From an optimization exercise on the open Yosys and OpenROAD flow, aimed at small area, a short achievable clock period and few clock cycles per item; shortcuts taken in it are not production practice.
At most, simulation tests tie the RTL to the original design; equivalence was not proved.

== P ==
==> flow/design.v <==
module ysyx_23060203_LZC (
  input [31:0] x,
  output [5:0] z
);
  wire [15:0] v0;
  wire [15:0] z0;
  wire [7:0] v1;
  wire [15:0] z1;
  wire [3:0] v2;
  wire [11:0] z2;
  wire [1:0] v3;
  wire [7:0] z3;
  genvar i;
  generate
    for (i = 0; i < 16; i = i + 1) begin : g0
      assign v0[i] = x[2*i+1] | x[2*i];
      assign z0[i] = ~x[2*i+1];
    end
    for (i = 0; i < 8; i = i + 1) begin : g1
      assign v1[i] = v0[2*i+1] | v0[2*i];
      assign z1[2*i+1:2*i] = v0[2*i+1] ? {1'b0, z0[2*i+1]} : {1'b1, z0[2*i]};
    end
    for (i = 0; i < 4; i = i + 1) begin : g2
      assign v2[i] = v1[2*i+1] | v1[2*i];
      assign z2[3*i+2:3*i] = v1[2*i+1] ? {1'b0, z1[4*i+3:4*i+2]} : {1'b1, z1[4*i+1:4*i]};
    end
    for (i = 0; i < 2; i = i + 1) begin : g3
      assign v3[i] = v2[2*i+1] | v2[2*i];
      assign z3[4*i+3:4*i] = v2[2*i+1] ? {1'b0, z2[6*i+5:6*i+3]} : {1'b1, z2[6*i+2:6*i]};
    end
  endgenerate
  assign z = v3[1] ? {2'b00, z3[7:4]} : (v3[0] ? {2'b01, z3[3:0]} : 6'd32);
endmodule
module ysyx_23060203_MDU (
  input clock, reset,
  input flush,
  output in_ready,
  input in_valid,
  input [2:0] in_op,  
  input [31:0] in_a, in_b,
  input out_ready,
  output out_valid,
  output [31:0] out_data
);
  localparam S_IDLE = 3'd0, S_PREP = 3'd1, S_TRIP = 3'd2, S_RUN = 3'd3,
             S_DONE = 3'd4;
  reg [2:0] st;
  reg [2:0] op;
  reg [5:0] cnt;
  reg neg;
  reg [3:1] dig;  
  reg [33:0] H, T;
  reg [31:0] L, A;
  wire fire = in_valid & in_ready;
  assign in_ready = (st == S_IDLE) | ((st == S_DONE) & out_ready);
  assign out_valid = st == S_DONE;
  wire is_div = op[2];
  wire in_div = in_op[2];
  wire a_signed = in_div ? ~in_op[0] : (in_op[1:0] != 2'd3);
  wire b_signed = in_div ? ~in_op[0] : ~in_op[1];
  wire sa = a_signed & in_a[31];
  wire sb = b_signed & in_b[31];
  wire [31:0] ua = sa ? -in_a : in_a;
  wire [31:0] ub = sb ? -in_b : in_b;
  wire [5:0] za_in, zb_in;
  ysyx_23060203_LZC lza (.x(ua), .z(za_in));
  ysyx_23060203_LZC lzb (.x(ub), .z(zb_in));
  wire bz_in = in_b == 32'd0;
  wire neg_in = in_div ? (in_op[1] ? sa : (sa ^ sb) & ~bz_in) : (sa ^ sb);
  wire [5:0] za = H[5:0];
  wire [5:0] zb = H[11:6];
  wire [6:0] k = {1'b0, zb} - {1'b0, za};
  wire kneg = k[6];
  wire swap = kneg;  
  wire [31:0] mcand = swap ? A : L;
  wire [31:0] mplier = swap ? L : A;
  wire [5:0] zm = swap ? za : zb;
  wire bz = zb[5];
  wire [4:0] sh_amt = is_div ? k[4:0] : {zm[4:1], 1'b0};
  wire [31:0] sh_in = is_div ? A : mplier;
  wire [31:0] sh_out = sh_in << sh_amt;
  wire [5:0] steps = is_div ? ((bz | kneg) ? 6'd0 : {1'b0, k[4:0]} + 6'd1)
                            : (zm[5] ? 6'd0 : 6'd15 - {2'b0, zm[4:1]});
  wire [33:0] m = ({34{dig[1]}} & {2'b00, A}) | ({34{dig[2]}} & {1'b0, A, 1'b0})
                 | ({34{dig[3]}} & T);
  wire [34:0] sum = {3'b000, L} + {1'b0, m} + {34'd0, is_div};
  wire [2:0] cy = sum[34:32];
  wire ge = sum[32];
  wire [33:0] tri_a = {sum[33:32] + {1'b0, A[31]}, sum[31:0]};
  reg [33:0] x0;
  always @* begin
    case (H[33:32])
      2'd0: x0 = 34'd0;
      2'd1: x0 = {2'b00, A};
      2'd2: x0 = {1'b0, A, 1'b0};
      default: x0 = tri_a;
    endcase
  end
  wire [29:0] hinc = H[31:2] + 30'd1;
  reg hc;
  always @* begin
    case (cy[1:0])
      2'd0: hc = 1'b0;
      2'd1: hc = H[1] & H[0];
      2'd2: hc = H[1];
      default: hc = H[1] | H[0];
    endcase
  end
  wire [1:0] hlo = H[1:0] + cy[1:0];
  wire [29:0] hhi = hc ? hinc : H[31:2];
  wire hi = ~is_div & (op[1:0] != 2'd0);
  wire [31:0] plo = {H[1:0], L[31:2]};
  wire [31:0] x = hi ? H[33:2] : (is_div ? (op[1] ? L : H[31:0]) : plo);
  wire xc = hi ? (plo == 32'd0) : 1'b1;
  wire [31:0] nx = ~x + {31'd0, xc};
  always @(posedge clock) begin
    if (reset) begin
      st <= S_IDLE;
    end else if (fire) begin
      st <= S_PREP;
    end else if (flush) begin
      st <= S_IDLE;
    end else begin
      case (st)
        S_PREP: st <= is_div ? ((steps != 6'd0) ? S_RUN : S_DONE)
                             : S_TRIP;
        S_TRIP: st <= (cnt != 6'd0) ? S_RUN : S_DONE;
        S_RUN: if (cnt == 6'd1) st <= S_DONE;
        S_DONE: if (out_ready) st <= S_IDLE;
        default: st <= S_IDLE;
      endcase
    end
  end
  always @(posedge clock) begin
    if (fire) begin
      op <= in_op;
      neg <= neg_in;
      L <= ua;
      A <= ub;
      H[11:0] <= {zb_in, za_in};
    end else if (st == S_PREP) begin
      cnt <= steps;
      if (is_div) begin
        A <= ~sh_out;
        H <= {34{bz}};
      end else begin
        L <= {mcand[30:0], 1'b0};
        A <= mcand;
        H <= {sh_out, 2'b00};
      end
    end else if (st == S_TRIP) begin
      T <= tri_a;
      H <= {H[31:2], x0[33:30]};
      L <= {x0[29:0], 2'b00};
    end else if (st == S_RUN) begin
      cnt <= cnt - 6'd1;
      if (is_div) begin
        if (ge) L <= sum[31:0];
        A <= {1'b1, A[31:1]};
        H <= {H[32:0], ge};
      end else begin
        L <= {sum[29:0], 2'b00};
        H <= {hhi, hlo, sum[31:30]};
      end
    end
  end
  wire [1:0] dn = (is_div | (st == S_PREP)) ? 2'b01 : H[31:30];
  always @(posedge clock) begin
    dig <= {dn == 2'd3, dn == 2'd2, dn == 2'd1};
  end
  assign out_data = neg ? nx : x;
endmodule
Settings: LEC_CHECK=0, CAP_MARGIN=20, CORE_MARGIN=2, CORE_UTILIZATION=40, SETUP_SLACK_MARGIN=3.0, SLEW_MARGIN=20; clock period 7.0 ns.
run.sh (not shown) runs the stock make flow with config.mk's settings and CLKGATE_MAP_FILE= SYNTH_SCRIPT=/design/flow/synth_recipe.tcl, a recipe that flattens the netlist after the stock synthesis.
Testbench counts of P, summed over its fixed seeds: cycles 26,601, ops 3,200.
> inputs changed (P -> Q)
-- flow/design.v --
<<< P, line 49
  reg [5:0] cnt;
  reg neg;
  reg [3:1] dig;  
  reg [33:0] H, T;
  reg [31:0] L, A;
>>> Q, line 49
  reg [5:0] cnt;
  reg neg;
  reg [33:0] M;  
  reg sub;       
  reg [33:0] H, T;
  reg [31:0] L, A;
<<< P, line 82
  wire [5:0] steps = is_div ? ((bz | kneg) ? 6'd0 : {1'b0, k[4:0]} + 6'd1)
                            : (zm[5] ? 6'd0 : 6'd15 - {2'b0, zm[4:1]});
  wire [33:0] m = ({34{dig[1]}} & {2'b00, A}) | ({34{dig[2]}} & {1'b0, A, 1'b0})
                 | ({34{dig[3]}} & T);
  wire [34:0] sum = {3'b000, L} + {1'b0, m} + {34'd0, is_div};
  wire [2:0] cy = sum[34:32];
  wire ge = sum[32];
>>> Q, line 83
  wire [5:0] steps = is_div ? ((bz | kneg) ? 6'd0 : {1'b0, k[4:0]} + 6'd1)
                            : (zm[5] ? 6'd0 : 6'd15 - {2'b0, zm[4:1]});
  wire [34:0] sum = {3'b000, L} + {1'b0, M} + {34'd0, sub};
  wire [2:0] cy = sum[34:32];
  wire ge = sum[32];
<<< P, line 113
  wire [31:0] x = hi ? H[33:2] : (is_div ? (op[1] ? L : H[31:0]) : plo);
  wire xc = hi ? (plo == 32'd0) : 1'b1;
  wire [31:0] nx = ~x + {31'd0, xc};
  always @(posedge clock) begin
    if (reset) begin
>>> Q, line 112
  wire [31:0] x = hi ? H[33:2] : (is_div ? (op[1] ? L : H[31:0]) : plo);
  wire xc = hi ? (plo == 32'd0) : 1'b1;
  wire [31:0] nx = xc ? -x : ~x;  
  always @(posedge clock) begin
    if (reset) begin
<<< P, line 141
    end else if (st == S_PREP) begin
      cnt <= steps;
      if (is_div) begin
        A <= ~sh_out;
        H <= {34{bz}};
      end else begin
>>> Q, line 140
    end else if (st == S_PREP) begin
      cnt <= steps;
      sub <= is_div;
      if (is_div) begin
        H <= {34{bz}};
      end else begin
<<< P, line 157
      if (is_div) begin
        if (ge) L <= sum[31:0];
        A <= {1'b1, A[31:1]};
        H <= {H[32:0], ge};
      end else begin
>>> Q, line 156
      if (is_div) begin
        if (ge) L <= sum[31:0];
        H <= {H[32:0], ge};
      end else begin
<<< P, line 165
    end
  end
  wire [1:0] dn = (is_div | (st == S_PREP)) ? 2'b01 : H[31:30];
  always @(posedge clock) begin
    dig <= {dn == 2'd3, dn == 2'd2, dn == 2'd1};
  end
  assign out_data = neg ? nx : x;
>>> Q, line 163
    end
  end
  wire [33:0] t3 = (st == S_TRIP) ? tri_a : T;
  reg [33:0] mn;
  always @* begin
    case (H[31:30])
      2'd0: mn = 34'd0;
      2'd1: mn = {2'b00, A};
      2'd2: mn = {1'b0, A, 1'b0};
      default: mn = t3;
    endcase
    if (st == S_PREP) mn = is_div ? {2'b00, ~sh_out} : {2'b00, mcand};
    else if (is_div) mn = {3'b001, M[31:1]};
  end
  always @(posedge clock) begin
    M <= mn;
  end
  assign out_data = neg ? nx : x;
### Flow results
- Q has completed all stages; timing, DRC and antenna checks passed.
- P reports its launching element of the worst setup path as L[17] while Q reports L[29].
- The total number of placement rows in P is 0.940 times that in Q.
- Looking only at setup slack of the critical path after layout, and setting everything else aside, the lower value of Q and P goes to Q.
- Between Q and P, die area is lower for P, Q comes in above that.
- Global-route usage is lower on P
- Final clock skew across Q and P: no real change.
- Against P, area after synthesis in Q rose by more than 10%.
- Non-clock buffer count is higher on P
Only the layout flow was run in Q; the RTL was not checked for function there.

## static timing again, ports no longer ideal
How much do the figures lean on ideal ports? The routed layouts below were timed once more, with nothing changed but the port constraints. Step 1 (the two cells are an assumption about what drives the block):
set clk [get_ports {clock}]
set_driving_cell -lib_cell sky130_fd_sc_hd__clkbuf_16 $clk
set_driving_cell -lib_cell sky130_fd_sc_hd__buf_2 [delete_from_list [all_inputs] $clk]
Step 2 adds t to the input delays and takes it off the output delays; t is the mean of the earliest and latest rising clock arrival at the registers after step 1. Input paths then give back, and output paths get back, about the clock's delay inside the block. Three values: no drivers, after step 1, after step 2; two values: the first two.
| run | shift t [ns] | setup WS [ns] | hold WS [ns] | worst setup path at the end |
|---|---|---|---|---|
| P | 0.538 | 2.168 / 2.105 / 2.204 | 0.664 / 0.664 / 0.664 | input to register |
| Q | 0.589 | 1.994 / 1.927 / 1.966 | 0.491 / 0.491 / 0.491 | input to register |
After both steps setup and hold are still met in every run listed. For Q, which loses most, drivers alone change the setup slack by -0.067 ns; drivers and shift together by -0.028 ns.
